Source: an optimization exercise on an open RTL-to-GDS flow (aim: small area, a short achievable clock period and few clock cycles per item). Production flows keep margins and buffers that such runs may drop.
Where RTL was checked, it was by simulation tests only, not by an equivalence proof against the original.
The RTL of runs 1 to 5 was laid out without a check of its function.

==> flow/design.v <==
`timescale 1ns / 1ps
module shift_sub_mod_mul #(
  parameter Data_Width = 256
)(
  input  logic                      i_clk,
  input  logic                      i_rst_n,
  input  logic                      i_load,
  input  logic [Data_Width - 1 : 0] i_a,
  input  logic [Data_Width - 1 : 0] i_b,
  input  logic [Data_Width - 1 : 0] i_m,
  output logic                      o_ready,
  output logic                      o_busy,
  output logic [Data_Width - 1 : 0] o_p
);
  localparam int N = Data_Width;
  localparam int W = Data_Width + 2;
  logic [N-1:0] a_r, m_r;
  logic [N+1:0] b_r;               
  logic [W-1:0] s_r, c_r;
  logic       ph_first, ph_step, ph_res, ph_rot, addm;
  logic       sel_shl, sel_res;    
  logic [7:0] cnt, sh;
  function automatic logic [23:0] thr(input logic [3:0] mi);
    case (mi)
      4'd5:    thr = {-8'sd6,  8'sd6,  8'sd16};
      4'd6:    thr = {-8'sd6,  8'sd8,  8'sd20};
      4'd7:    thr = {-8'sd6,  8'sd10, 8'sd24};
      4'd8:    thr = {-8'sd6,  8'sd12, 8'sd28};
      4'd9:    thr = {-8'sd7,  8'sd13, 8'sd31};
      4'd10:   thr = {-8'sd9,  8'sd13, 8'sd33};
      4'd11:   thr = {-8'sd11, 8'sd13, 8'sd35};
      4'd12:   thr = {-8'sd13, 8'sd13, 8'sd37};
      4'd13:   thr = {-8'sd15, 8'sd13, 8'sd39};
      4'd14:   thr = {-8'sd17, 8'sd13, 8'sd41};
      4'd15:   thr = {-8'sd19, 8'sd13, 8'sd43};
      default: thr = {-8'sd6,  8'sd4,  8'sd12};
    endcase
  endfunction
  function automatic logic [1:0] qsel(input logic [2:0] ge);
    qsel = ge[1] ? (ge[2] ? 2'd3 : 2'd2) : (ge[0] ? 2'd1 : 2'd0);
  endfunction
  function automatic logic [W-1:0] ymul(input logic [3:0] q, input logic [N-1:0] m);
    ymul = q[2] ? ~{2'b00, m} :
           q[3] ? ~{1'b0, m, 1'b0} :
           q[0] ?  {2'b00, m} : '0;
  endfunction
  function automatic logic [3:0] onehot(input logic [1:0] d);
    onehot = 4'b0001 << d;
  endfunction
  logic [3:0]    q1_r;
  logic          stepq;
  logic [3:0]    mi;
  logic [3:0]    q1, q2;
  logic [W-1:0]  x1, y1, z1, yy1, s1a, c1a, s1, c1;
  logic [W-1:0]  x2, y2, z2, yy2, s2a, c2a, s2, c2;
  logic [W-1:0]  ym [4];
  assign stepq = ph_first | ph_step;
  assign mi    = m_r[N-1:N-4];
  assign z1 = b_r[N+1] ? {2'b00, a_r} : '0;
  assign z2 = b_r[N]   ? {2'b00, a_r} : '0;
  always_comb for (int k = 0; k < 4; k++) ym[k] = ymul(4'b0001 << k, m_r);
  assign x1 = ({W{sel_shl}} & {s_r[W-2:0], ph_rot & s_r[W-1]}) | ({W{sel_res}} & {1'b0, s_r[W-1:1]});
  assign y1 = ({W{sel_shl}} & {c_r[W-2:0], 1'b0})              | ({W{sel_res}} & {1'b0, c_r[W-1:1]});
  assign q1  = q1_r;
  assign yy1 = ymul(q1, m_r);
  assign s1a = x1 ^ y1 ^ z1;
  assign c1a = {((x1 & y1) | (x1 & z1) | (y1 & z1)), 1'b0} | {{(W-1){1'b0}}, q1[2] | q1[3]};
  assign s1  = s1a ^ c1a ^ yy1;
  assign c1  = {((s1a & c1a) | (s1a & yy1) | (c1a & yy1)), 1'b0};
  logic [8:0] zy2_r, zy3_r;
  logic [8:0] xw2, yw2, xw3, yw3;
  logic [8:0] aw [8];
  assign xw2 = ph_first ? 9'd0 : s_r[W-3:W-11];
  assign yw2 = ph_first ? 9'd0 : c_r[W-3:W-11];
  assign xw3 = ph_first ? 9'd0 : s_r[W-4:W-12];
  assign yw3 = ph_first ? 9'd0 : c_r[W-4:W-12];
  assign aw[0] = 9'd0;
  assign aw[1] = {2'b00, a_r[N-1:N-7]};
  assign aw[2] = {1'b0, a_r[N-1:N-8]};
  assign aw[4] = a_r[N-1:N-9];
  assign aw[3] = aw[1] + aw[2];
  assign aw[5] = aw[1] + aw[4];
  assign aw[6] = aw[2] + aw[4];
  assign aw[7] = aw[3] + aw[4];
  logic [8:0] k2 [3];
  logic [8:0] k3 [4][3];
  always_comb begin
    logic [23:0] tt;
    logic [8:0]  t4;
    tt = thr(mi);
    for (int j = 0; j < 3; j++) begin
      t4 = {tt[8*(2-j) +: 7], 2'b00};
      k2[j] = -t4;
      for (int k = 0; k < 4; k++) k3[k][j] = ym[k][W-2:W-10] - t4;
    end
  end
  logic [8:0] xs2, xs3;
  logic [2:0] ge2;
  logic [2:0] ge3 [4];
  assign xs2 = xw2 + yw2;
  assign xs3 = xw3 + yw3;
  always_comb begin
    logic [8:0] t;
    for (int j = 0; j < 3; j++) begin
      t = xs2 + (zy2_r + k2[j]);
      ge2[j] = ~t[8];
      for (int k = 0; k < 4; k++) begin
        t = xs3 + (zy3_r + k3[k][j]);
        ge3[k][j] = ~t[8];
      end
    end
  end
  assign q2 = stepq ? onehot(qsel(ge2)) : (addm ? 4'b0001 : 4'b0010);
  logic [3:0] q3;
  logic [8:0] zy2_n, zy3_n, za2_n, za3_n;
  always_comb begin
    logic [1:0] d;
    d = '0;
    for (int k = 0; k < 4; k++) if (q2[k]) d = d | qsel(ge3[k]);
    q3 = onehot(d);
  end
  assign za2_n = aw[{b_r[N-1], b_r[N-2]}];
  assign za3_n = aw[{b_r[N-1], b_r[N-2], b_r[N-3]}];
  always_comb begin
    zy2_n = '0;
    zy3_n = '0;
    for (int k = 0; k < 4; k++) begin
      zy2_n = zy2_n | ({9{q3[k]}} & (za2_n + ym[k][W-2:W-10]));
      zy3_n = zy3_n | ({9{q3[k]}} & (za3_n + ym[k][W-3:W-11]));
    end
  end
  assign x2 = {s1[W-2:0], (ph_rot & s1[W-1]) | (sel_res & s_r[0])};
  assign y2 = {c1[W-2:0], 1'b0};
  assign yy2 = ymul(q2, m_r);
  assign s2a = x2 ^ y2 ^ z2;
  assign c2a = {((x2 & y2) | (x2 & z2) | (y2 & z2)), 1'b0} | {{(W-1){1'b0}}, q2[2] | q2[3]};
  assign s2  = s2a ^ c2a ^ yy2;
  assign c2  = {((s2a & c2a) | (s2a & yy2) | (c2a & yy2)), 1'b0};
  logic la_cz, la_neg;
  assign la_cz  = ~|c1a;
  assign la_neg = s1a[W-2];
  logic       n_first, n_step, n_res, n_rot, n_addm, n_ready, n_busy;
  logic [7:0] n_cnt, n_sh;
  always_comb begin
    n_first = ph_first;
    n_step  = ph_step;
    n_res   = ph_res;
    n_rot   = ph_rot;
    n_addm  = addm;
    n_cnt   = cnt;
    n_sh    = sh;
    n_ready = 1'b0;
    n_busy  = o_busy;
    if (i_load) begin
      n_first = 1'b1;
      n_step  = 1'b0;
      n_res   = 1'b0;
      n_rot   = 1'b0;
      n_addm  = 1'b0;
      n_cnt   = '0;
      n_sh    = '0;
      n_busy  = 1'b1;
    end else begin
      if (ph_first) begin
        if (m_r[N-1:N-2] != 2'b00) begin
          n_first = 1'b0;
          n_step  = 1'b1;
          n_cnt   = 8'd1;
        end else begin
          n_sh = sh + 8'd2;
        end
      end
      if (ph_step) begin
        n_cnt = cnt + 8'd1;
        if (cnt == 8'd128) begin
          n_step = 1'b0;
          n_res  = 1'b1;
        end
      end
      if (ph_res) begin
        if (addm) begin
          n_addm = 1'b0;
        end else if (la_cz) begin
          if (la_neg) begin
            n_addm = 1'b1;
          end else if (sh == 8'd0) begin
            n_res   = 1'b0;
            n_ready = 1'b1;
            n_busy  = 1'b0;
          end else begin
            n_res = 1'b0;
            n_rot = 1'b1;
            n_cnt = {1'b0, sh[7:1]};
          end
        end
      end
      if (ph_rot) begin
        n_cnt = cnt + 8'd1;
        if (cnt == 8'd128) begin
          n_rot   = 1'b0;
          n_ready = 1'b1;
          n_busy  = 1'b0;
        end
      end
    end
  end
  always_ff @(posedge i_clk or negedge i_rst_n) begin
    if (!i_rst_n) begin
      ph_first <= 1'b0;
      ph_step  <= 1'b0;
      ph_res   <= 1'b0;
      ph_rot   <= 1'b0;
      addm     <= 1'b0;
      cnt      <= '0;
      sh       <= '0;
      o_busy   <= 1'b0;
      o_ready  <= 1'b0;
      sel_shl  <= 1'b0;
      sel_res  <= 1'b1;
    end else begin
      ph_first <= n_first;
      ph_step  <= n_step;
      ph_res   <= n_res;
      ph_rot   <= n_rot;
      addm     <= n_addm;
      cnt      <= n_cnt;
      sh       <= n_sh;
      o_busy   <= n_busy;
      o_ready  <= n_ready;
      sel_shl  <= n_step | n_rot;
      sel_res  <= ~n_first & ~n_step & ~n_rot;
    end
  end
  always_ff @(posedge i_clk) begin
    s_r <= s2;
    c_r <= c2;
    if (i_load) begin
      a_r <= i_a;
      m_r   <= i_m;
      b_r   <= {2'b00, i_b};
      q1_r  <= 4'b0010;
      zy2_r <= 9'd0;
      zy3_r <= i_b[N-1] ? {2'b00, i_a[N-1:N-7]} : 9'd0;
    end else begin
      b_r <= {b_r[N-1:0], 2'b00};
      if (m_r[N-1:N-2] == 2'b00) m_r <= {m_r[N-3:0], 2'b00};
      if (n_step) begin
        q1_r  <= q3;
        zy2_r <= zy2_n;
        zy3_r <= zy3_n;
      end else begin
        q1_r  <= 4'b0010;
        zy2_r <= 9'd0;
        zy3_r <= b_r[N-3] ? {2'b00, a_r[N-1:N-7]} : 9'd0;
      end
    end
  end
  assign o_p = s_r[N-1:0];
endmodule
==> flow/flow/run.sh <==
#!/bin/bash
bash standard.sh SETUP_SLACK_MARGIN=9.5 finish > standard_run.log 2>&1
==> flow/standard.sh <==
#!/bin/bash
# synth_recipe.tcl (not shown) runs the flow's synth.tcl, then flattens the netlist and writes it again
# the make line also repeats each setting of config.mk as NAME=value (left out here)
make -C /OpenROAD-flow-scripts/flow DESIGN_CONFIG=/design/flow/config.mk WORK_HOME=/design/flow/orfs CLKGATE_MAP_FILE= SYNTH_SCRIPT=/design/flow/synth_recipe.tcl "${@:-finish}"
==> flow/config.mk <==
export PLATFORM = sky130hd
export DESIGN_NAME = shift_sub_mod_mul
export DESIGN_NICKNAME = shift_sub_mod_mul
export VERILOG_FILES = /design/flow/design.v
export SDC_FILE = /design/flow/constraint.sdc
export NUM_CORES = 4
export LEC_CHECK = 0
export CAP_MARGIN = 30
export CORE_MARGIN = 2
export CORE_UTILIZATION = 35
export SETUP_SLACK_MARGIN = 0.5
export SLEW_MARGIN = 40
==> flow/constraint.sdc <==
create_clock -name core_clock -period 14.0 [get_ports {i_clk}]
set_input_delay 2.8000 -clock core_clock [delete_from_list [all_inputs] [get_ports {i_clk}]]
set_output_delay 2.8000 -clock core_clock [all_outputs]
set_load 0.01 [all_outputs]
==> results.sh, run 1 <==
export IMPL_outcome="no timing/DRC/antenna violations"
export IMPL_wirelength_um=385700
export IMPL_crit_arrival_ns=6.65
export IMPL_slew_headroom_pct=40.39
export IMPL_hpwl_um=254700
export IMPL_die_w_um=519.2
export IMPL_via_per_inst=5.540
export IMPL_yosysUniqueCellTypes=80
export IMPL_drc_errors=0
export IMPL_initial_utilization_pct=35.10
export IMPL_core_area_mm2=0.2646
export IMPL_synth_area_leaders="fa_1 (24%), dfxtp_1 (17%), edfxtp_1 (17%)"
export IMPL_die_h_um=519.2
export IMPL_synth_top_cell_area_share_pct=23.99
export IMPL_fin_nets=11843
export IMPL_design_portCount=1029
export IMPL_rrSetupSlack_ns=8.05
export IMPL_grt_pass1_vias=76801
export IMPL_yosys_warnings=6
export IMPL_path_delay_family="adder cells"
export IMPL_cp_slowest_cell="dfrtp_4"
export IMPL_cp_end_kind="flop"
export IMPL_avgSynthCellArea_um2=10.46
export IMPL_reg2reg_to="zy3_r[6]$_DFF_P_"
export IMPL_tightest_slew_ns=0.8911
export IMPL_path_clk_slew_ns=0.06
export IMPL_clk_path_buf_depth=4
export IMPL_die_area_mm2=0.2695
export IMPL_portBuffers=1028
export IMPL_ys_flop_type="dfxtp_1"
export IMPL_area_growth_synth_to_final_pct=29.67
export IMPL_fin_crit_ns=5.949
export IMPL_root_buffer="clkbuf_16"
export IMPL_whs_path_depth=1
export IMPL_cts_sinks=1343
export IMPL_hold_viol_final=0
export IMPL_finalSetupViolations=0
export IMPL_grt_setup_unrepaired="true"
export IMPL_cp_start_kind="flop"
export IMPL_crit_fanout=6
export IMPL_path_buf_inv=5
export IMPL_cts_hold_buffers_added=0
export IMPL_reg2reg_from="ph_first$_DFF_PN0_"
export IMPL_ys_seq_area_share_pct=34.59
export IMPL_ys_ff_latch=1343
export IMPL_cts_tree="yes"
export IMPL_crit_top_cell="a21o_1"
export IMPL_syn_inst=8878
export IMPL_drive_gt1_share_pct=20.50
export IMPL_n_fill_cell=24179
export IMPL_maxCapViolations=0
export IMPL_synth_area_mm2=0.09289
export IMPL_setup_tns_ns=0
export IMPL_drtIter0Drc=7328
export IMPL_fin_skew_ns=0.08712
export IMPL_critPathKind="flop to flop"
export IMPL_holdPathEnd="b_r[165]$_DFF_P_"
export IMPL_grt_max_degree=176
export IMPL_num_rows=189
export IMPL_clock_fmax_mhz=168.1
export IMPL_final_cell_mix="inv_1 (1444), nand2_1 (1005), fa_1 (845)"
export IMPL_min_from="b_r[163]$_DFF_P_"
export IMPL_utilization_pct=45.52
export IMPL_overflow=0
export IMPL_grt_usage_pct=27.75
export IMPL_cts_buffers=176
export IMPL_antenna_found_initial=56
export IMPL_rr_worst_depth=25
export IMPL_grt_pass1_wl_um=546100
export IMPL_gp_congestion=0.9405
export IMPL_synth_async_sr_flop_share_pct=1.787
export IMPL_layout_commonest_cell="inv_1"
export IMPL_routedWlPerCell_um=28.62
export IMPL_yosys_area_top_type="fa_1"
export IMPL_critPathRequiredTime_ns=14.71
export IMPL_synth_edff_count=512
export IMPL_htreeDepth=4
export IMPL_hp_class="flop to flop"
export IMPL_finalCritPeriodShare_pct=42.49
export IMPL_slew_viol_final=0
export IMPL_ant_nets=0
export IMPL_vias=74663
export IMPL_synth_nets=10951
export IMPL_first_pass_iters=8
export IMPL_max_stage_delay_ns=0.56
export IMPL_clk_insertion_delay_late_ns=0.88
==> area by class of cell <==
type / count / area, um^2 / share of cell area, %
Clock buffer: 241 / 4970 / 4.126
Clock inverter: 72 / 618.1 / 0.5132
Multi-Input combinational cell: 5299 / 54410 / 45.17
Inverter: 1459 / 5484 / 4.553
Tap cell: 3533 / 4420 / 3.670
Sequential cell: 1343 / 32400 / 26.90
Antenna cell: 40 / 100.1 / 0.08311
Timing Repair Buffer: 1491 / 18040 / 14.98
==> per-stage QoR <==
| step | setup slack (ns) | instance area, um^2 | hold slack, ns | cells |
|---|---|---|---|---|
| after global routing | 7.934 | 120400 | 0.4524 | 13469 |
| final | 8.051 | 120400 | 0.4471 | 13478 |
| after floorplan | 7.943 | 95080 | 0.4340 | 8878 |
| after global placement | 6.189 | 105800 | 0.4361 | 12741 |
| after detailed placement | 6.629 | 106100 | 0.4407 | 12748 |
| after CTS | 8.150 | 118500 | 0.4453 | 13365 |
==> sequential cells by signal, indices dropped and copies added (netlist names), 3 cells and up, named ones only <==
signal / flops
zy2_r: 9
b_r: 258
c_r: 257
s_r: 258
cnt: 8
a_r: 256
q1_r: 3
m_r: 256
zy3_r: 9
sh: 7
==> cell families after synthesis <==
family,synth area share [%]
fa+ha+maj,26.53
simple gates,8.291
buf+inv,10.12
flops,34.59
compound gates,15.96
mux,3.454
xor+xnor,1.041
==> timing repair <==
action,CTS,global route
pin swaps,344,382
setup buffers,189,56
gates resized for setup,960,235
gates cloned,115,15
endpoints found under the setup margin,1282,770
==> per-layer routing <==
layer  share of wire, %  track usage (%)
met3                 10            6.733
met1                 39            35.82
met5              0.022                0
met4                7.1            17.24
met2                 44            41.81
==> cell usage after synthesis (all sizes together) (9+ instances only) <==
master,number
nand4,25
or3,9
nand3,26
xor2,35
a22oi,14
a21oi,97
a32o,257
dfrtp,23
or2,9
o21a,14
o21ai,311
nor3,32
nor4,65
nand2b,14
a22o,514
inv,1458
nor2b,47
ha,189
a211oi,24
nor2,91
o21bai,14
a221oi,264
o211ai,11
clkbuf,487
and2,268
xnor2,65
mux2,260
buf,298
a21o,287
dfxtp,807
edfxtp,512
nand2,1105
mux2i,28
fa,1113
==> how the worst max path moves through the flow <==
stage	endpoint	slack, ns	cells past startpoint	from
final	zy3_r[6]$_DFF_P_	8.05	25	ph_first$_DFF_PN0_
after global routing	zy3_r[6]$_DFF_P_	7.93	27	ph_first$_DFF_PN0_
after CTS	zy3_r[8]$_SDFF_PP0_	8.15	27	ph_first$_DFF_PN0_
after detailed placement	s_r[232]$_DFF_P_	6.63	20	ph_first$_DFF_PN0_
after global placement	s_r[145]$_DFF_P_	6.19	20	ph_first$_DFF_PN0_
after floorplan	flop	7.94	7	i_load
==> inputs of run 2 (changes only) <==
--- a/flow/design.v
+++ b/flow/design.v
@@ -37,4 +37,23 @@
     endcase
   endfunction
+  function automatic logic [8:0] add9(input logic [8:0] a, input logic [8:0] b);
+    logic [8:0] g, p, gg, pp;
+    g = a & b;
+    p = a ^ b;
+    gg = g;
+    pp = p;
+    for (int d = 1; d < 9; d = d * 2) begin
+      for (int i = 8; i >= d; i--) begin
+        gg[i] = gg[i] | (pp[i] & gg[i-d]);
+        pp[i] = pp[i] & pp[i-d];
+      end
+    end
+    add9 = p ^ {gg[7:0], 1'b0};
+  endfunction
+  function automatic logic sign9(input logic [8:0] a, input logic [8:0] b);
+    logic [8:0] s;
+    s = add9(a, b);
+    sign9 = s[8];
+  endfunction
   function automatic logic [1:0] qsel(input logic [2:0] ge);
     qsel = ge[1] ? (ge[2] ? 2'd3 : 2'd2) : (ge[0] ? 2'd1 : 2'd0);
@@ -79,8 +98,8 @@
   assign aw[2] = {1'b0, a_r[N-1:N-8]};
   assign aw[4] = a_r[N-1:N-9];
-  assign aw[3] = aw[1] + aw[2];
-  assign aw[5] = aw[1] + aw[4];
-  assign aw[6] = aw[2] + aw[4];
-  assign aw[7] = aw[3] + aw[4];
+  assign aw[3] = add9(aw[1], aw[2]);
+  assign aw[5] = add9(aw[1], aw[4]);
+  assign aw[6] = add9(aw[2], aw[4]);
+  assign aw[7] = add9(aw[3], aw[4]);
   logic [8:0] k2 [3];
   logic [8:0] k3 [4][3];
@@ -92,5 +111,5 @@
       t4 = {tt[8*(2-j) +: 7], 2'b00};
       k2[j] = -t4;
-      for (int k = 0; k < 4; k++) k3[k][j] = ym[k][W-2:W-10] - t4;
+      for (int k = 0; k < 4; k++) k3[k][j] = add9(ym[k][W-2:W-10], -t4);
     end
   end
@@ -98,15 +117,13 @@
   logic [2:0] ge2;
   logic [2:0] ge3 [4];
-  assign xs2 = xw2 + yw2;
-  assign xs3 = xw3 + yw3;
-  always_comb begin
-    logic [8:0] t;
+  assign xs2 = add9(xw2 ^ yw2 ^ zy2_r,
+                    {(xw2[7:0] & yw2[7:0]) | (xw2[7:0] & zy2_r[7:0]) | (yw2[7:0] & zy2_r[7:0]), 1'b0});
+  assign xs3 = add9(xw3 ^ yw3 ^ zy3_r,
+                    {(xw3[7:0] & yw3[7:0]) | (xw3[7:0] & zy3_r[7:0]) | (yw3[7:0] & zy3_r[7:0]), 1'b0});
+  always_comb begin
     for (int j = 0; j < 3; j++) begin
-      t = xs2 + (zy2_r + k2[j]);
-      ge2[j] = ~t[8];
-      for (int k = 0; k < 4; k++) begin
-        t = xs3 + (zy3_r + k3[k][j]);
-        ge3[k][j] = ~t[8];
-      end
+      ge2[j] = ~sign9(xs2, k2[j]);
+      for (int k = 0; k < 4; k++)
+        ge3[k][j] = ~sign9(xs3, k3[k][j]);
     end
   end
@@ -126,6 +143,6 @@
     zy3_n = '0;
     for (int k = 0; k < 4; k++) begin
-      zy2_n = zy2_n | ({9{q3[k]}} & (za2_n + ym[k][W-2:W-10]));
-      zy3_n = zy3_n | ({9{q3[k]}} & (za3_n + ym[k][W-3:W-11]));
+      zy2_n = zy2_n | ({9{q3[k]}} & add9(za2_n, ym[k][W-2:W-10]));
+      zy3_n = zy3_n | ({9{q3[k]}} & add9(za3_n, ym[k][W-3:W-11]));
     end
   end
==> flow/flow/run.sh (replaced) <==
#!/bin/bash
bash standard.sh SETUP_SLACK_MARGIN=10 "BUFFER_PORTS_ARGS=-buffer_cell sky130_fd_sc_hd__buf_1" finish > standard_run.log 2>&1
--- a/flow/config.mk
+++ b/flow/config.mk
@@ -8,5 +8,5 @@
 export CAP_MARGIN = 30
 export CORE_MARGIN = 2
-export CORE_UTILIZATION = 35
+export CORE_UTILIZATION = 50
 export SETUP_SLACK_MARGIN = 0.5
 export SLEW_MARGIN = 40
==> results.sh, run 2 <==
export IMPL_outcome="no timing/DRC/antenna violations"
export IMPL_post_synth_top_count_cell="inv_1"
export IMPL_grt_pass1_vias=80975
export IMPL_reg_top3="b_r (258), s_r (258), c_r (257)"
export IMPL_critPathKind="flop to flop"
export IMPL_grt_usage_pct=43.06
export IMPL_first_pass_iters=6
export IMPL_die_h_um=433.3
export IMPL_reg2reg_to="s_r[112]$_DFF_P_"
export IMPL_tightest_slew_ns=0.9319
export IMPL_core_area_mm2=0.1831
export IMPL_synth_top_cell_area_share_pct=22.96
export IMPL_layout_commonest_cell="inv_1"
export IMPL_ys_flop_type="dfxtp_1"
export IMPL_cts_buffers=157
export IMPL_regArea_mm2=0.03290
export IMPL_antenna_found_initial=81
export IMPL_critPathRequiredTime_ns=14.75
export IMPL_die_w_um=433.3
export IMPL_finalCritPeriodShare_pct=40.92
export IMPL_drive_gt1_share_pct=26.46
export IMPL_gp_congestion=0.9660
export IMPL_grt_pass1_wl_um=576900
export IMPL_hold_viol_final=0
export IMPL_finalSetupViolations=0
export IMPL_synth_area_leaders="fa_1 (23%), dfxtp_1 (18%), edfxtp_1 (17%)"
export IMPL_routedWlPerCell_um=32.24
export IMPL_ant_nets=0
export IMPL_vias=80792
export IMPL_synth_edff_count=512
export IMPL_ys_ff_latch=1343
export IMPL_fin_crit_ns=5.729
export IMPL_cts_tree="yes"
export IMPL_maxCapViolations=0
export IMPL_via_per_inst=6.218
export IMPL_hpwl_um=261100
export IMPL_syn_inst=9222
export IMPL_synth_nets=11280
export IMPL_hp_class="flop to flop"
export IMPL_avgSynthCellArea_um2=9.993
export IMPL_crit_arrival_ns=6.48
export IMPL_wirelength_um=418900
export IMPL_yosys_area_top_type="fa_1"
export IMPL_setup_tns_ns=0
export IMPL_clk_path_buf_depth=3
export IMPL_fin_skew_ns=0.06157
export IMPL_initial_utilization_pct=50.34
export IMPL_root_buffer="clkbuf_16"
export IMPL_final_cell_mix="inv_1 (1869), nand2_1 (848), fa_1 (770)"
export IMPL_synth_async_sr_flop_share_pct=1.787
export IMPL_slew_viol_final=0
export IMPL_portBuffers=1028
export IMPL_cp_start_kind="flop"
export IMPL_clock_fmax_mhz=174.6
export IMPL_synth_commonest_cells="inv_1 (1874), fa_1 (1057), nand2_1 (852)"
export IMPL_path_clk_slew_ns=0.06
export IMPL_grt_setup_unrepaired="true"
export IMPL_yosys_warnings=6
export IMPL_critPathLaunch="ph_first$_DFF_PN0_"
export IMPL_ys_seq_area_share_pct=34.87
export IMPL_area_growth_synth_to_final_pct=31.88
export IMPL_reg2reg_from="ph_first$_DFF_PN0_"
export IMPL_die_area_mm2=0.1878
export IMPL_slew_headroom_pct=37.22
export IMPL_drc_errors=0
export IMPL_rrSetupSlack_ns=8.27
export IMPL_n_fill_cell=14023
export IMPL_cts_sinks=1343
export IMPL_fin_nets=12414
export IMPL_design_portCount=1029
export IMPL_num_rows=157
export IMPL_synth_area_mm2=0.09216
export IMPL_crit_fanout=8
export IMPL_grt_max_degree=189
export IMPL_overflow=0
export IMPL_yosysUniqueCellTypes=84
export IMPL_clk_insertion_delay_late_ns=0.88
export IMPL_htreeDepth=4
export IMPL_drtIter0Drc=10303
export IMPL_cp_end_kind="flop"
export IMPL_critPathCapture="s_r[112]$_DFF_P_"
export IMPL_rr_worst_depth=25
export IMPL_multi_input_area_mm2=0.05626
[run 2: per-layer routing]
layer,vias up,GRT usage (%),part of all wire [%]
met1,40061,51.30,34
li1,33032,-,-
met2,5881,62.47,42
met4,80,36.03,11
met5,-,0,0.13
met3,1738,15.01,13
[run 2: cells by family (layout without fill, tap and decap cells)]
group	Yosys count	after routing	synth area share, %
flops	1343	1343	34.87
xor+xnor	156	156	1.527
compound gates	2183	2183	15.95
fa+ha+maj	1287	1287	26.08
simple gates	1300	1302	6.129
buf+inv	2665	3933	11.93
other cells	0	37	0
mux	288	288	3.514
[run 2: worst min-delay path by stage]
stage,startpoint,slack (ns),endpoint,cells after the start
after floorplan,b_r[109]$_DFF_P_,0.43,b_r[111]$_DFF_P_,1
after global placement,b_r[187]$_DFF_P_,0.44,b_r[189]$_DFF_P_,1
after detailed placement,b_r[194]$_DFF_P_,0.44,b_r[196]$_DFF_P_,1
after CTS,b_r[121]$_DFF_P_,0.45,b_r[123]$_DFF_P_,1
after global routing,b_r[186]$_DFF_P_,0.46,b_r[188]$_DFF_P_,1
final,b_r[163]$_DFF_P_,0.45,b_r[165]$_DFF_P_,1
[run 2: cell type report]
class | count | area share [%]
flip-flops and latches | 1343 | 27.07
inverters | 1878 | 5.840
well taps | 2464 | 2.537
clock inverters | 65 | 0.8277
clock buffers | 230 | 3.701
repair buffers | 1751 | 13.49
diodes | 37 | 0.07618
repair inverters | 9 | 0.1678
multi-input cells | 5216 | 46.29
[run 2: worst max-delay path: stages, from the launching register on]
cell	delay (ns)
dfrtp_1	0.42
buf_12	0.17
buf_12	0.15
nor2b_4	0.13
fa_1	0.47
fa_2	0.40
a211oi_2	0.25
nor2b_2	0.09
o21a_1	0.20
nor2_2	0.12
xnor2_2	0.16
buf_4	0.17
ha_4	0.19
and2_4	0.13
a31oi_1	0.12
o211ai_1	0.18
a21o_1	0.23
a221oi_4	0.38
buf_12	0.17
buf_16	0.21
buf_16	0.20
buf_12	0.12
buf_16	0.18
a21oi_4	0.07
a221oi_2	0.21
fa_2	0.49
[run 2: timing repair]
| action | in CTS | in global routing |
|---|---|---|
| gates resized for setup | 1922 | 328 |
| setup buffers | 386 | 98 |
| hold buffers | 0 | 0 |
| endpoints found under the setup margin | 1460 | 924 |
| pin swaps | 348 | 210 |
| cloned | 127 | 28 |
[run 2: per-stage QoR]
step / hold WS, ns / instance area [um^2] / instances / worst slack (ns) / util (%)
after floorplan: 0.4340 / 96040 / 9222 / 8.704 / -
after global placement: 0.4363 / 98820 / 12014 / 6.291 / 53.97
after detailed placement: 0.4410 / 98980 / 12019 / 6.410 / 54.07
after CTS: 0.4516 / 118200 / 12827 / 8.329 / 64.56
after global routing: 0.4562 / 121500 / 12980 / 8.130 / 66.37
final: 0.4502 / 121500 / 12993 / 8.271 / 66.38
==> inputs of run 3 (changes only) <==
--- a/flow/config.mk
+++ b/flow/config.mk
@@ -9,4 +9,5 @@
 export CORE_MARGIN = 2
 export CORE_UTILIZATION = 50
+export CTS_BUF_LIST = sky130_fd_sc_hd__clkbuf_4 sky130_fd_sc_hd__clkbuf_8
 export SETUP_SLACK_MARGIN = 0.5
 export SLEW_MARGIN = 40
==> results.sh, run 3 <==
export IMPL_cts_tree="yes"
export IMPL_cp_start_kind="flop"
export IMPL_min_from="b_r[163]$_DFF_P_"
export IMPL_via_per_inst=6.160
export IMPL_fin_skew_ns=0.1208
export IMPL_slew_headroom_pct=30.31
export IMPL_post_synth_top_count_cell="inv_1"
export IMPL_drc_errors=0
export IMPL_synth_commonest_cells="inv_1 (1874), fa_1 (1057), nand2_1 (852)"
export IMPL_critPathLaunch="ph_first$_DFF_PN0_"
export IMPL_cts_hold_buffers_added=0
export IMPL_clk_path_buf_depth=3
export IMPL_finalCritPeriodShare_pct=41.11
export IMPL_die_area_mm2=0.1878
export IMPL_fin_crit_ns=5.755
export IMPL_multi_input_area_mm2=0.05608
export IMPL_dpl_cell_area_mm2=0.09898
export IMPL_hold_viol_final=0
export IMPL_utilization_pct=66.15
export IMPL_wl_met1_um=143900
export IMPL_synth_top_cell_area_share_pct=22.96
export IMPL_crit_fanout=15
export IMPL_met3_length_um=52770
export IMPL_ys_flop_type="dfxtp_1"
export IMPL_grt_pass1_wl_um=578300
export IMPL_synth_nets=11280
export IMPL_synth_edff_count=512
export IMPL_design_portCount=1029
export IMPL_grt_usage_pct=43.14
export IMPL_critPathRequiredTime_ns=14.90
export IMPL_routedWlPerCell_um=31.58
export IMPL_drive_gt1_share_pct=27.40
export IMPL_cts_buffers=238
export IMPL_vias=80994
export IMPL_wl_met2_um=176300
export IMPL_critPathKind="flop to flop"
export IMPL_hp_class="flop to flop"
export IMPL_yosysUniqueCellTypes=84
export IMPL_ys_ff_latch=1343
export IMPL_num_rows=157
export IMPL_portBuffers=1028
export IMPL_setup_tns_ns=0
export IMPL_first_pass_iters=9
export IMPL_clk_insertion_delay_late_ns=1.11
export IMPL_overflow=0
export IMPL_hpwl_um=261100
export IMPL_clock_fmax_mhz=173.7
export IMPL_outcome="no timing/DRC/antenna violations"
export IMPL_regArea_mm2=0.03289
export IMPL_yosys_area_top_type="fa_1"
export IMPL_synth_area_mm2=0.09216
export IMPL_synth_area_leaders="fa_1 (23%), dfxtp_1 (18%), edfxtp_1 (17%)"
export IMPL_synth_async_sr_flop_share_pct=1.787
export IMPL_crit_arrival_ns=6.66
export IMPL_root_buffer="clkbuf_8"
export IMPL_final_cell_mix="inv_1 (1870), nand2_1 (848), buf_1 (767)"
export IMPL_gp_congestion=0.9660
export IMPL_area_growth_synth_to_final_pct=31.41
export IMPL_cp_end_kind="flop"
export IMPL_die_h_um=433.3
export IMPL_die_w_um=433.3
export IMPL_maxCapViolations=0
export IMPL_cts_sinks=1343
export IMPL_grt_setup_unrepaired="true"
export IMPL_layout_commonest_cell="inv_1"
export IMPL_avgSynthCellArea_um2=9.993
export IMPL_fin_nets=12484
export IMPL_whs_ns=0.4477
export IMPL_reg_top3="b_r (258), s_r (258), c_r (257)"
export IMPL_initial_utilization_pct=50.34
export IMPL_n_fill_cell=14200
export IMPL_ant_nets=0
export IMPL_core_area_mm2=0.1831
export IMPL_drtIter0Drc=10261
export IMPL_finalSetupViolations=0
export IMPL_design_area_mm2=0.1211
export IMPL_slew_viol_final=0
export IMPL_path_clk_slew_ns=0.07
export IMPL_tightest_slew_ns=1.045
export IMPL_grt_pass1_vias=81259
export IMPL_reg2reg_from="ph_first$_DFF_PN0_"
export IMPL_wirelength_um=415300
export IMPL_yosys_warnings=6
export IMPL_htreeDepth=4
export IMPL_syn_inst=9222
export IMPL_grt_max_degree=189
export IMPL_routed_top_layer="met5"
export IMPL_ys_seq_area_share_pct=34.87
export IMPL_antenna_found_initial=86
run 3: cell counts after synthesis:
No cell type changed its count.
run 3: kinds of logic (layout without fill, tap and decap cells):
group | after synthesis | count (layout) | share of synthesized area (%)
adder cells (fa/ha/maj) | 1287 | 1287 | 26.08
AND/OR/NAND/NOR | 1300 | 1302 | 6.129
XOR/XNOR | 156 | 156 | 1.527
multiplexers | 288 | 288 | 3.514
AO/OA/AOI/OAI | 2183 | 2183 | 15.95
flip-flops | 1343 | 1343 | 34.87
buffers and inverters | 2665 | 4079 | 11.93
other | 0 | 46 | 0
run 3: worst paths after layout:
kind,endpoint,cells past startpoint,slack [ns]
hold / removal,b_r[165]$_DFF_P_,1,0.45
max in group asynchronous,sel_shl$_DFF_PN0_,1,11.68
setup reg to reg,s_r[166]$_DFF_P_,24,8.24
hold reg to reg,b_r[165]$_DFF_P_,1,0.45
min in group asynchronous,o_ready$_DFF_PN0_,1,1.78
setup / recovery,s_r[166]$_DFF_P_,24,8.24
run 3: timing repair:
| action | CTS | global route |
|---|---|---|
| setup endpoints to repair | 1165 | 912 |
| resized for setup | 1770 | 387 |
| buffers inserted | 398 | 83 |
| pin swaps | 201 | 169 |
| gates cloned | 129 | 16 |
run 3: layout make-up:
class,count,share of cell area [%]
diodes,46,0.09505
clock buffers,389,3.904
clock inverters,63,0.6024
inverters,1878,5.856
multi-input cells,5216,46.31
flip-flops and latches,1343,27.16
well taps,2464,2.546
repair buffers,1743,13.41
repair inverters,6,0.1137
run 3: layer usage:
metal	GRT usage (%)	vias to the layer above
li1	-	33206
met3	14.23	1610
met5	0.9628	-
met1	52.38	40230
met2	62.46	5868
met4	35.05	80
run 3: per-stage QoR:
step,std cells,setup slack (ns)
after global routing,13128,8.119
after CTS,12998,8.374
after floorplan,9222,8.704
after global placement,12014,6.291
final,13148,8.245
after detailed placement,12019,6.410
run 3: critical path: stages, from the launching register on:
cell and delay [ns]:
dfrtp_2 0.45, buf_12 0.15, buf_16 0.14, nor2b_4 0.13
fa_1 0.47, fa_2 0.41, a211oi_4 0.28, nor2b_4 0.07
o21a_1 0.18, nor2_2 0.12, xnor2_2 0.17, ha_1 0.29
and2_4 0.15, a31oi_1 0.12, o211ai_1 0.19, a21o_1 0.23
a221oi_4 0.39, buf_12 0.19, buf_16 0.15, buf_16 0.21
buf_16 0.21, buf_4 0.14, a221oi_2 0.05, a21oi_1 0.19
fa_2 0.47
==> inputs of run 4 (changes only) <==
==> flow/flow/run.sh (replaced) <==
#!/bin/bash
bash standard.sh SETUP_SLACK_MARGIN=9.5 finish > standard_run.log 2>&1
--- a/flow/config.mk
+++ b/flow/config.mk
@@ -8,6 +8,5 @@
 export CAP_MARGIN = 30
 export CORE_MARGIN = 2
-export CORE_UTILIZATION = 50
-export CTS_BUF_LIST = sky130_fd_sc_hd__clkbuf_4 sky130_fd_sc_hd__clkbuf_8
+export CORE_UTILIZATION = 35
 export SETUP_SLACK_MARGIN = 0.5
 export SLEW_MARGIN = 40
==> results.sh, run 4 <==
export IMPL_routedWlPerCell_um=31.14
export IMPL_layout_commonest_cell="inv_1"
export IMPL_ys_ff_latch=1343
export IMPL_drtIter0Drc=8656
export IMPL_drive_gt1_share_pct=20.22
export IMPL_yosys_warnings=6
export IMPL_synth_async_sr_flop_share_pct=1.787
export IMPL_cp_start_kind="flop"
export IMPL_synth_top_cell_area_share_pct=22.96
export IMPL_vias=77969
export IMPL_n_fill_cell=23907
export IMPL_grt_setup_unrepaired="true"
export IMPL_synth_nets=11280
export IMPL_wirelength_um=428900
export IMPL_die_h_um=517.1
export IMPL_crit_fanout=7
export IMPL_drc_errors=0
export IMPL_grt_max_degree=182
export IMPL_reg_top3="b_r (258), s_r (258), c_r (257)"
export IMPL_ant_nets=0
export IMPL_die_area_mm2=0.2674
export IMPL_maxCapViolations=0
export IMPL_overflow=0
export IMPL_rrSetupSlack_ns=8.36
export IMPL_grt_usage_pct=30.84
export IMPL_cts_sinks=1343
export IMPL_reg2reg_to="s_r[206]$_DFF_P_"
export IMPL_slew_headroom_pct=37.40
export IMPL_synth_edff_count=512
export IMPL_hp_class="flop to flop"
export IMPL_yosys_area_top_type="fa_1"
export IMPL_path_clk_slew_ns=0.06
export IMPL_synth_area_leaders="fa_1 (23%), dfxtp_1 (18%), edfxtp_1 (17%)"
export IMPL_finalCritPeriodShare_pct=40.29
export IMPL_portBuffers=1028
export IMPL_clk_insertion_delay_late_ns=0.86
export IMPL_avgSynthCellArea_um2=9.993
export IMPL_critPathLaunch="ph_first$_DFF_PN0_"
export IMPL_grt_pass1_wl_um=587800
export IMPL_design_portCount=1029
export IMPL_ys_flop_type="dfxtp_1"
export IMPL_syn_inst=9222
export IMPL_core_area_mm2=0.2620
export IMPL_clk_path_buf_depth=4
export IMPL_cts_tree="yes"
export IMPL_hold_viol_final=0
export IMPL_critPathKind="flop to flop"
export IMPL_num_rows=188
export IMPL_grt_pass1_vias=79308
export IMPL_final_cell_mix="inv_1 (1869), nand2_1 (847), fa_1 (771)"
export IMPL_hpwl_um=292500
export IMPL_critPathCapture="s_r[206]$_DFF_P_"
export IMPL_rr_worst_depth=26
export IMPL_antenna_found_initial=67
export IMPL_utilization_pct=47.09
export IMPL_setup_tns_ns=0
export IMPL_synth_commonest_cells="inv_1 (1874), fa_1 (1057), nand2_1 (852)"
export IMPL_slew_viol_final=0
export IMPL_cp_end_kind="flop"
export IMPL_synth_area_mm2=0.09216
export IMPL_crit_arrival_ns=6.34
export IMPL_outcome="no timing/DRC/antenna violations"
export IMPL_root_buffer="clkbuf_16"
export IMPL_reg2reg_from="ph_first$_DFF_PN0_"
export IMPL_tightest_slew_ns=0.9389
export IMPL_fin_crit_ns=5.640
export IMPL_via_per_inst=5.661
export IMPL_initial_utilization_pct=35.17
export IMPL_ys_seq_area_share_pct=34.87
export IMPL_gp_congestion=0.9891
export IMPL_fin_nets=12167
export IMPL_die_w_um=517.1
export IMPL_cts_buffers=174
export IMPL_htreeDepth=4
export IMPL_area_growth_synth_to_final_pct=33.89
export IMPL_fin_skew_ns=0.06219
export IMPL_post_synth_top_count_cell="inv_1"
export IMPL_yosysUniqueCellTypes=84
export IMPL_finalSetupViolations=0
export IMPL_clock_fmax_mhz=177.3
export IMPL_first_pass_iters=8
export IMPL_critPathRequiredTime_ns=14.70
==> run 4: cell counts after synthesis <==
Identical to the previous run, type by type.
==> run 4: how the worst min path moves through the flow <==
stage | from | cells past startpoint | end
floorplan | b_r[109]$_DFF_P_ | 1 | b_r[111]$_DFF_P_
global placement | b_r[146]$_DFF_P_ | 1 | b_r[148]$_DFF_P_
detailed placement | b_r[135]$_DFF_P_ | 1 | b_r[137]$_DFF_P_
CTS | b_r[108]$_DFF_P_ | 1 | b_r[110]$_DFF_P_
global route | b_r[108]$_DFF_P_ | 1 | b_r[110]$_DFF_P_
finish | b_r[108]$_DFF_P_ | 1 | b_r[110]$_DFF_P_
==> run 4: kinds of logic after synthesis <==
group	count (synthesis)	synth area share (%)
buf+inv	2665	11.93
xor+xnor	156	1.527
simple gates	1300	6.129
flops	1343	34.87
compound gates	2183	15.95
mux	288	3.514
fa+ha+maj	1287	26.08
==> run 4: routing by layer <==
layer	GRT usage [%]	part of all wire [%]	up-vias
met1	37.64	36	38947
met5	0	0.068	-
met4	23.17	9.4	48
li1	-	-	32463
met3	8.863	12	1321
met2	46.11	43	5190
==> run 4: cell type report <==
class / instances / area (um^2) / area share (%)
Multi-Input combinational cell: 5215 / 55700 / 45.15
Clock buffer: 234 / 4865 / 3.943
Timing Repair inverter: 7 / 121.4 / 0.09836
Tap cell: 3515 / 4398 / 3.564
Clock inverter: 76 / 716.9 / 0.5811
Timing Repair Buffer: 1490 / 17990 / 14.58
Sequential cell: 1343 / 32470 / 26.31
Inverter: 1878 / 7086 / 5.743
Antenna cell: 14 / 35.03 / 0.02839
==> run 4: through the flow <==
step	setup WS (ns)	cell area, um^2	instances	hold WS, ns
6_report	8.360	123400	13772	0.4427
5_1_grt	8.193	123400	13762	0.4422
4_1_cts	8.307	119600	13638	0.4186
3_5_place_dp	6.229	107000	13089	0.4422
3_3_place_gp	6.224	106600	13078	0.4359
2_1_floorplan	8.704	95960	9222	0.4340
==> run 4: critical path, cell delays in order, from the launching register on <==
cell	delay, ns
dfrtp_2	0.43
buf_12	0.15
nor2b_4	0.12
inv_2	0.04
fa_1	0.54
nor2b_2	0.06
fa_2	0.39
a211oi_4	0.31
nor2b_4	0.07
o21a_1	0.18
nor2_2	0.12
xnor2_2	0.13
buf_4	0.16
ha_4	0.17
nor2_4	0.11
o21a_1	0.20
nor3_4	0.08
or4_4	0.53
mux2i_4	0.22
buf_12	0.17
buf_16	0.14
buf_16	0.15
buf_12	0.16
buf_16	0.16
a221oi_4	0.04
a21oi_2	0.18
fa_2	0.48
==> run 4: timing repair <==
| action | CTS | global route |
|---|---|---|
| endpoints found under the setup margin | 1431 | 628 |
| endpoints found under the hold margin | 0 | 0 |
| setup buffers | 136 | 89 |
| hold buffers | 0 | 0 |
| gates cloned | 103 | 29 |
| resized for setup | 1141 | 407 |
| pin swaps | 192 | 140 |
==> inputs of run 5 (changes only) <==
--- a/flow/design.v
+++ b/flow/design.v
@@ -90,8 +90,8 @@
   logic [8:0] xw2, yw2, xw3, yw3;
   logic [8:0] aw [8];
-  assign xw2 = ph_first ? 9'd0 : s_r[W-3:W-11];
-  assign yw2 = ph_first ? 9'd0 : c_r[W-3:W-11];
-  assign xw3 = ph_first ? 9'd0 : s_r[W-4:W-12];
-  assign yw3 = ph_first ? 9'd0 : c_r[W-4:W-12];
+  assign xw2 = s_r[W-3:W-11];
+  assign yw2 = c_r[W-3:W-11];
+  assign xw3 = s_r[W-4:W-12];
+  assign yw3 = c_r[W-4:W-12];
   assign aw[0] = 9'd0;
   assign aw[1] = {2'b00, a_r[N-1:N-7]};
@@ -117,4 +117,5 @@
   logic [2:0] ge2;
   logic [2:0] ge3 [4];
+  logic [8:0] zy3k1 [3];
   assign xs2 = add9(xw2 ^ yw2 ^ zy2_r,
                     {(xw2[7:0] & yw2[7:0]) | (xw2[7:0] & zy2_r[7:0]) | (yw2[7:0] & zy2_r[7:0]), 1'b0});
@@ -126,7 +127,10 @@
       for (int k = 0; k < 4; k++)
         ge3[k][j] = ~sign9(xs3, k3[k][j]);
-    end
-  end
-  assign q2 = stepq ? onehot(qsel(ge2)) : (addm ? 4'b0001 : 4'b0010);
+      zy3k1[j] = add9(zy3_r, k3[1][j]);
+    end
+  end
+  logic [2:0] gef;
+  always_comb for (int j = 0; j < 3; j++) gef[j] = ~zy3k1[j][8];
+  assign q2 = ph_step ? onehot(qsel(ge2)) : (addm ? 4'b0001 : 4'b0010);
   logic [3:0] q3;
   logic [8:0] zy2_n, zy3_n, za2_n, za3_n;
@@ -135,4 +139,5 @@
     d = '0;
     for (int k = 0; k < 4; k++) if (q2[k]) d = d | qsel(ge3[k]);
+    if (ph_first) d = qsel(gef);
     q3 = onehot(d);
   end
==> flow/flow/run.sh (replaced) <==
#!/bin/bash
bash standard.sh SETUP_SLACK_MARGIN=10 "BUFFER_PORTS_ARGS=-buffer_cell sky130_fd_sc_hd__buf_1" finish > standard_run.log 2>&1
--- a/flow/config.mk
+++ b/flow/config.mk
@@ -8,5 +8,5 @@
 export CAP_MARGIN = 30
 export CORE_MARGIN = 2
-export CORE_UTILIZATION = 35
+export CORE_UTILIZATION = 50
 export SETUP_SLACK_MARGIN = 0.5
 export SLEW_MARGIN = 40
==> results.sh, run 5 <==
export IMPL_crit_top_cell="fa_2"
export IMPL_routed_top_layer="met5"
export IMPL_tightest_slew_ns=0.9492
export IMPL_yosysUniqueCellTypes=89
export IMPL_hpwl_um=262900
export IMPL_gp_congestion=0.9697
export IMPL_hp_class="flop to flop"
export IMPL_reg_top3="b_r (258), s_r (258), c_r (257)"
export IMPL_finalCritPeriodShare_pct=38.18
export IMPL_via_per_inst=6.146
export IMPL_critPathRequiredTime_ns=14.80
export IMPL_yosys_warnings=7
export IMPL_ant_nets=0
export IMPL_synth_area_leaders="fa_1 (23%), dfxtp_1 (18%), edfxtp_1 (17%)"
export IMPL_clock_fmax_mhz=187.1
export IMPL_cp_slowest_cell="fa_2"
export IMPL_whs_path_depth=1
export IMPL_layout_commonest_cell="inv_1"
export IMPL_die_w_um=433.7
export IMPL_cts_buffers=158
export IMPL_rrSetupSlack_ns=8.65
export IMPL_crit_fanout=8
export IMPL_wl_met1_um=143800
export IMPL_synth_area_mm2=0.09231
export IMPL_design_portCount=1029
export IMPL_setup_tns_ns=0
export IMPL_grt_setup_unrepaired="true"
export IMPL_design_area_mm2=0.1233
export IMPL_critPathKind="flop to flop"
export IMPL_htreeDepth=4
export IMPL_cp_start_kind="flop"
export IMPL_wirelength_um=415300
export IMPL_post_synth_top_count_cell="inv_1"
export IMPL_cp_end_kind="flop"
export IMPL_fin_crit_ns=5.346
export IMPL_ys_flop_type="dfxtp_1"
export IMPL_finalSetupViolations=0
export IMPL_clk_insertion_delay_late_ns=0.88
export IMPL_outcome="no timing/DRC/antenna violations"
export IMPL_grt_usage_pct=42.46
export IMPL_antenna_found_initial=60
export IMPL_fin_nets=12477
export IMPL_fin_skew_ns=0.06249
export IMPL_clk_path_buf_depth=3
export IMPL_crit_arrival_ns=6.15
export IMPL_synth_commonest_cells="inv_1 (1869), fa_1 (1057), nand2_1 (839)"
export IMPL_slew_viol_final=0
export IMPL_final_cell_mix="inv_1 (1859), nand2_1 (833), buf_1 (769)"
export IMPL_die_h_um=433.7
export IMPL_max_stage_delay_ns=0.54
export IMPL_grt_pass1_vias=80440
export IMPL_holdPathEnd="b_r[112]$_DFF_P_"
export IMPL_synth_edff_count=512
export IMPL_slew_headroom_pct=36.72
export IMPL_first_pass_iters=9
export IMPL_ys_seq_area_share_pct=34.81
export IMPL_initial_utilization_pct=50.36
export IMPL_synth_nets=11277
export IMPL_grt_max_degree=187
export IMPL_cts_sinks=1343
export IMPL_utilization_pct=67.25
export IMPL_drive_gt1_share_pct=27.59
export IMPL_num_rows=157
export IMPL_rr_worst_depth=23
export IMPL_cts_tree="yes"
export IMPL_synth_top_cell_area_share_pct=22.92
export IMPL_ys_ff_latch=1343
export IMPL_grt_pass1_wl_um=570200
export IMPL_dpl_cell_area_mm2=0.09907
export IMPL_fin_cells=13038
export IMPL_routedWlPerCell_um=31.85
export IMPL_path_buf_inv=7
export IMPL_reg2reg_to="s_r[158]$_DFF_P_"
export IMPL_reg2reg_from="s_r[248]$_DFF_P_"
export IMPL_dp_cells=12013
export IMPL_min_from="b_r[110]$_DFF_P_"
export IMPL_crit_chain="inv_1, fa_2, nor2_1, fa_2, and3_4, o21ai_4, nand2_1, a21oi_2, xnor2_2, buf_4, ha_1, nor3b_2, a2111oi_4, mux2i_2, a21oi_4, buf_12, buf_6, buf_16, buf_6, buf_12, a221oi_2, a21oi_2, fa_2"
export IMPL_avgSynthCellArea_um2=10.03
export IMPL_die_area_mm2=0.1881
export IMPL_vias=80135
export IMPL_hold_viol_final=0
export IMPL_overflow=0
export IMPL_wl_met2_um=179000
export IMPL_area_growth_synth_to_final_pct=33.53
export IMPL_synth_async_sr_flop_share_pct=1.787
export IMPL_path_delay_family="adder cells"
export IMPL_met3_length_um=50570
export IMPL_syn_inst=9204
export IMPL_portBuffers=1028
export IMPL_root_buffer="clkbuf_16"
export IMPL_drtIter0Drc=9898
export IMPL_drc_errors=0
export IMPL_maxCapViolations=0
export IMPL_yosys_area_top_type="fa_1"
export IMPL_core_area_mm2=0.1833
export IMPL_path_clk_slew_ns=0.06
run 5: cell types whose count changed after synthesis, moves of 8 or more:
cell,delta
nor2b_1,-31
nand4_1,-20
a21oi_1,+16
ha_1,+15
nand2b_1,-13
xnor2_1,-8
mux2_2,+15
o21ai_0,-12
nand2_1,-13
nand3_1,+14
run 5: worst max path at each step:
stage                                start                  end  slack, ns  depth (start not counted)
after floorplan                     i_load                 flop       7.94                          7
after global placement    s_r[252]$_DFF_P_     s_r[188]$_DFF_P_       6.82                         21
after detailed placement  s_r[252]$_DFF_P_     s_r[178]$_DFF_P_       6.95                         21
after CTS                 s_r[247]$_DFF_P_  zy2_r[8]$_SDFF_PP0_       8.49                         27
after global routing      zy3_r[1]$_DFF_P_     zy3_r[4]$_DFF_P_       8.50                         25
final                     s_r[248]$_DFF_P_     s_r[158]$_DFF_P_       8.65                         23
run 5: kinds of logic (layout without fill, tap and decap cells):
family	count (synthesis)	in the layout	share of synthesized area [%]
AO/OA/AOI/OAI	2219	2220	16.26
XOR/XNOR	149	149	1.460
adder cells (fa/ha/maj)	1302	1302	26.24
buffers and inverters	2659	3990	11.88
flip-flops	1343	1343	34.81
multiplexers	309	309	3.734
other	0	37	0
AND/OR/NAND/NOR	1223	1224	5.609
run 5: worst reg2reg max path, stage by stage (launching register included):
cell and delay (ns):
dfxtp_4 0.38, inv_1 0.06, fa_2 0.54, nor2_1 0.06
fa_2 0.36, and3_4 0.22, o21ai_4 0.13, nand2_1 0.08
a21oi_2 0.16, xnor2_2 0.09, buf_4 0.15, ha_1 0.29
nor3b_2 0.18, a2111oi_4 0.50, mux2i_2 0.37, a21oi_4 0.10
buf_12 0.18, buf_6 0.15, buf_16 0.15, buf_6 0.13
buf_12 0.14, a221oi_2 0.26, a21oi_2 0.09, fa_2 0.54
run 5: cell type report:
type,instances,area [um^2]
Timing Repair Buffer,1817,17440
Multi-Input combinational cell,5204,57290
Inverter,1872,7066
Fill cell,13896,60020
Clock inverter,66,715.7
Sequential cell,1343,32880
Clock buffer,227,4522
Tap cell,2464,3083
Antenna cell,37,92.59
Timing Repair inverter,8,165.2
run 5: metal layers:
layer,vias up,GRT usage (%)
met1,39869,51.37
met5,-,0.4684
met3,1546,12.62
met2,5524,63.24
met4,48,33.55
li1,33148,-
run 5: per-stage QoR:
step                      setup WS [ns]  hold WS [ns]
after floorplan                   7.942        0.4339
after global placement            6.819        0.4364
after detailed placement          6.950        0.4403
after CTS                         8.486        0.4512
after global routing              8.497        0.4610
final                             8.654        0.4497
run 5: repair_timing:
action | CTS | global route
pin swaps | 333 | 174
buffers inserted | 443 | 72
hold buffers | 0 | 0
resized for setup | 1837 | 470
gates cloned | 146 | 30
setup endpoints to repair | 1710 | 1036
==> inputs of run 6 (changes only) <==
--- a/flow/design.v
+++ b/flow/design.v
@@ -160,6 +160,6 @@
   assign c2  = {((s2a & c2a) | (s2a & yy2) | (c2a & yy2)), 1'b0};
   logic la_cz, la_neg;
-  assign la_cz  = ~|c1a;
-  assign la_neg = s1a[W-2];
+  assign la_cz  = ~|c1;
+  assign la_neg = s1[W-2];
   logic       n_first, n_step, n_res, n_rot, n_addm, n_ready, n_busy;
   logic [7:0] n_cnt, n_sh;
@@ -198,4 +198,5 @@
           n_step = 1'b0;
           n_res  = 1'b1;
+          n_addm = q3[0];
         end
       end
==> flow/flow/run.sh (replaced) <==
#!/bin/bash
bash standard.sh SETUP_SLACK_MARGIN=9.0 finish > standard_run.log 2>&1
--- a/flow/config.mk
+++ b/flow/config.mk
@@ -8,5 +8,5 @@
 export CAP_MARGIN = 30
 export CORE_MARGIN = 2
-export CORE_UTILIZATION = 50
+export CORE_UTILIZATION = 35
 export SETUP_SLACK_MARGIN = 0.5
 export SLEW_MARGIN = 40
==> results.sh, run 6 <==
export IMPL_clk_path_buf_depth=3
export IMPL_core_area_mm2=0.2565
export IMPL_syn_inst=8382
export IMPL_antenna_found_initial=82
export IMPL_hp_class="flop to flop"
export IMPL_grt_max_degree=150
export IMPL_reg2reg_from="k2[1][2]$_SDFF_PN0_"
export IMPL_finalSetupViolations=0
export IMPL_hold_viol_final=0
export IMPL_cts_buffers=167
export IMPL_gp_congestion=0.9707
export IMPL_reg2reg_to="zy2_r[1]$_SDFF_PP0_"
export IMPL_avgSynthCellArea_um2=10.75
export IMPL_grt_setup_unrepaired="true"
export IMPL_via_per_inst=5.878
export IMPL_routedWlPerCell_um=33.35
export IMPL_ant_nets=0
export IMPL_min_from="b_r[189]$_DFF_P_"
export IMPL_yosys_warnings=7
export IMPL_yosysUniqueCellTypes=90
export IMPL_whs_path_depth=1
export IMPL_cts_hold_buffers_added=0
export IMPL_critPathKind="flop to flop"
export IMPL_initial_utilization_pct=35.15
export IMPL_max_stage_delay_ns=0.54
export IMPL_fin_cells=12919
export IMPL_final_cell_mix="clkdlybuf4s50_1 (1025), inv_1 (849), nand2_1 (820)"
export IMPL_synth_async_sr_flop_share_pct=1.787
export IMPL_rr_worst_depth=24
export IMPL_design_portCount=1029
export IMPL_first_pass_iters=8
export IMPL_area_growth_synth_to_final_pct=31.56
export IMPL_post_synth_top_count_cell="fa_1"
export IMPL_portBuffers=1028
export IMPL_synth_commonest_cells="fa_1 (1058), inv_1 (856), nand2_1 (828)"
export IMPL_cp_end_kind="flop"
export IMPL_root_buffer="clkbuf_16"
export IMPL_finalCritPeriodShare_pct=39.76
export IMPL_synth_edff_count=512
export IMPL_drive_gt1_share_pct=18.37
export IMPL_dp_slack_ns=6.673
export IMPL_ys_seq_area_share_pct=35.65
export IMPL_wirelength_um=430800
export IMPL_num_rows=186
export IMPL_vias=75940
export IMPL_htreeDepth=4
export IMPL_crit_arrival_ns=6.30
export IMPL_slew_headroom_pct=18.07
export IMPL_synth_area_mm2=0.09014
export IMPL_ys_flop_type="dfxtp_1"
export IMPL_hpwl_um=288600
export IMPL_rrSetupSlack_ns=8.43
export IMPL_drtIter0Drc=9920
export IMPL_crit_fanout=16
export IMPL_slew_viol_final=0
export IMPL_cp_start_kind="flop"
export IMPL_dp_cells=12119
export IMPL_path_clk_slew_ns=0.06
export IMPL_grt_pass1_wl_um=565700
export IMPL_die_w_um=511.5
export IMPL_worst_slack_ns=8.433
export IMPL_setup_tns_ns=0
export IMPL_grt_usage_pct=30.27
export IMPL_fin_crit_ns=5.567
export IMPL_drc_errors=0
export IMPL_ys_ff_latch=1343
export IMPL_outcome="no timing/DRC/antenna violations"
export IMPL_maxCapViolations=0
export IMPL_grt_pass1_vias=74325
export IMPL_yosys_area_top_type="fa_1"
export IMPL_overflow=0
export IMPL_critPathRequiredTime_ns=14.73
export IMPL_cp_slowest_cell="nor2_1"
export IMPL_fin_nets=11424
export IMPL_cts_tree="yes"
export IMPL_reg_top3="b_r (258), s_r (258), c_r (257)"
export IMPL_synth_nets=10456
export IMPL_synth_area_leaders="fa_1 (23%), dfxtp_1 (18%), edfxtp_1 (17%)"
export IMPL_die_h_um=511.5
export IMPL_die_area_mm2=0.2616
export IMPL_critPathLaunch="k2[1][2]$_SDFF_PN0_"
export IMPL_clk_insertion_delay_late_ns=0.90
export IMPL_crit_chain="buf_4, o31a_1, nor2_1, ha_1, inv_1, o21bai_1, a21oi_1, xnor2_1, ha_4, a2111oi_4, nand2_1, o22ai_2, xor2_2, xnor2_2, nand2_1, o2111a_1, or4b_4, nand2_4, o21ai_4, buf_12, buf_16, mux2_4, mux2i_1, nor2_1"
export IMPL_tightest_slew_ns=1.229
export IMPL_holdPathEnd="b_r[191]$_DFF_P_"
export IMPL_cts_sinks=1343
export IMPL_clock_fmax_mhz=179.6
export IMPL_fin_skew_ns=0.07905
export IMPL_synth_top_cell_area_share_pct=23.50
export IMPL_layout_commonest_cell="clkdlybuf4s50_1"
## run 6: changes by cell type in the layout (fill, tap and decap cells not counted), sizes merged, moves of 44 or more
cell           delta
clkdlybuf4s50  +1025
a21oi           -504
o211ai          +251
buf            -1276
a21o            +260
o21ai           +249
and2            +262
inv            -1019
a221oi          -249
clkbuf           +44
## run 6: critical path, delay by kind of cell (launching register included)
family,cells,cell delay (ns)
AND/OR/NAND/NOR,6,1.42
AO/OA/AOI/OAI,7,1.31
buffers and inverters,4,0.67
XOR/XNOR,3,0.66
adder cells (fa/ha/maj),2,0.64
multiplexers,2,0.45
flip-flops,1,0.29
## run 6: cells by family (layout without fill, tap and decap cells)
group / Yosys count / in the layout / synth area share, %
and+or+nand+nor: 1429 / 1429 / 7.308
DFF: 1343 / 1343 / 35.65
adders and majority gates: 1305 / 1305 / 26.92
buffers and inverters: 1636 / 2748 / 7.901
AOI/OAI and AO/OA: 2202 / 2203 / 16.86
other: 0 / 40 / 0
xor gates and xnor gates: 164 / 164 / 1.593
muxes: 303 / 303 / 3.770
## run 6: stage by stage
step	hold WS (ns)	utilization, %	cell area [um^2]
after global routing	0.4506	46.22	118500
final	0.4452	46.24	118600
after global placement	0.4359	39.69	101800
after CTS	0.4367	43.18	110700
after detailed placement	0.4398	39.80	102100
after floorplan	0.4340	-	90240
## run 6: how the worst max path moves through the flow
stage	end	slack, ns	cells after the start
5_1_grt	zy2_r[1]$_SDFF_PP0_	8.29	27
3_3_place_gp	cnt[4]$_DFF_PN0_	6.24	16
3_5_place_dp	cnt[4]$_DFF_PN0_	6.67	16
2_1_floorplan	flop	8.07	6
4_1_cts	zy2_r[1]$_SDFF_PP0_	8.53	27
6_report	zy2_r[1]$_SDFF_PP0_	8.43	24
## run 6: what timing repair did
item                       CTS  global route
setup endpoints to repair  649           687
gates cloned                46            74
buffers inserted            85           240
gates resized for setup    273          1155
pin swaps                   54           290
## run 6: metal layers
metal,up-vias,GRT usage (%),share of wire [%]
met3,1297,11.29,14
li1,30826,-,-
met5,-,0,0.063
met4,40,22.32,8.9
met2,5756,43.60,42
met1,38021,36.90,35
## run 6: area by class of cell
type | count | area [um^2]
Inverter | 859 | 3236
Multi-Input combinational cell | 5404 | 54250
Sequential cell | 1343 | 32200
Antenna cell | 40 | 100.1
Clock inverter | 74 | 782.0
Tap cell | 3384 | 4234
Fill cell | 23218 | 137900
Timing Repair Buffer | 1575 | 19020
Clock buffer | 240 | 4768
Testbench counts of run 6, summed over its fixed seeds: cycles 25,722, ops 192.

==> static timing again, ports no longer ideal <==
The results above use ideal ports. As a check the final layouts listed here were re-extracted and re-timed, cells and wires unchanged. Step 1: set_driving_cell puts a clkbuf_16 on i_clk and a buf_2 on each other input, an assumption about the parent block. Step 2 times the ports against the registers' clock, not the clock port: input delays grow and output delays shrink by t, the midpoint of the rising clock arrivals with the driver on. Three values: ideal, step 1, step 2; two values: the first two.
| run | t (ns) | setup WS [ns] | worst setup path at the end | worst data-port slew with drivers (ns) |
|---|---|---|---|---|
| run 1 | 0.924 | 8.051 / 8.051 / 8.051 | register to register | 0.27 |
| run 2 | 0.948 | 8.271 / 8.271 / 8.271 | register to register | 0.43 |
| run 3 | 1.149 | 8.245 / 8.245 / 8.184 | input to register | 0.31 |
| run 4 | 0.929 | 8.360 / 8.360 / 8.209 | input to register | 0.24 |
| run 5 | 0.955 | 8.654 / 8.654 / 8.654 | register to register | 0.20 |
| run 6 | 0.954 | 8.433 / 8.433 / 7.796 | input to register | 0.26 |
After both steps setup and hold are still met in every run listed. The setup slack of run 6, which loses most, moves by 0.000 ns with the drivers and by -0.637 ns with both steps.
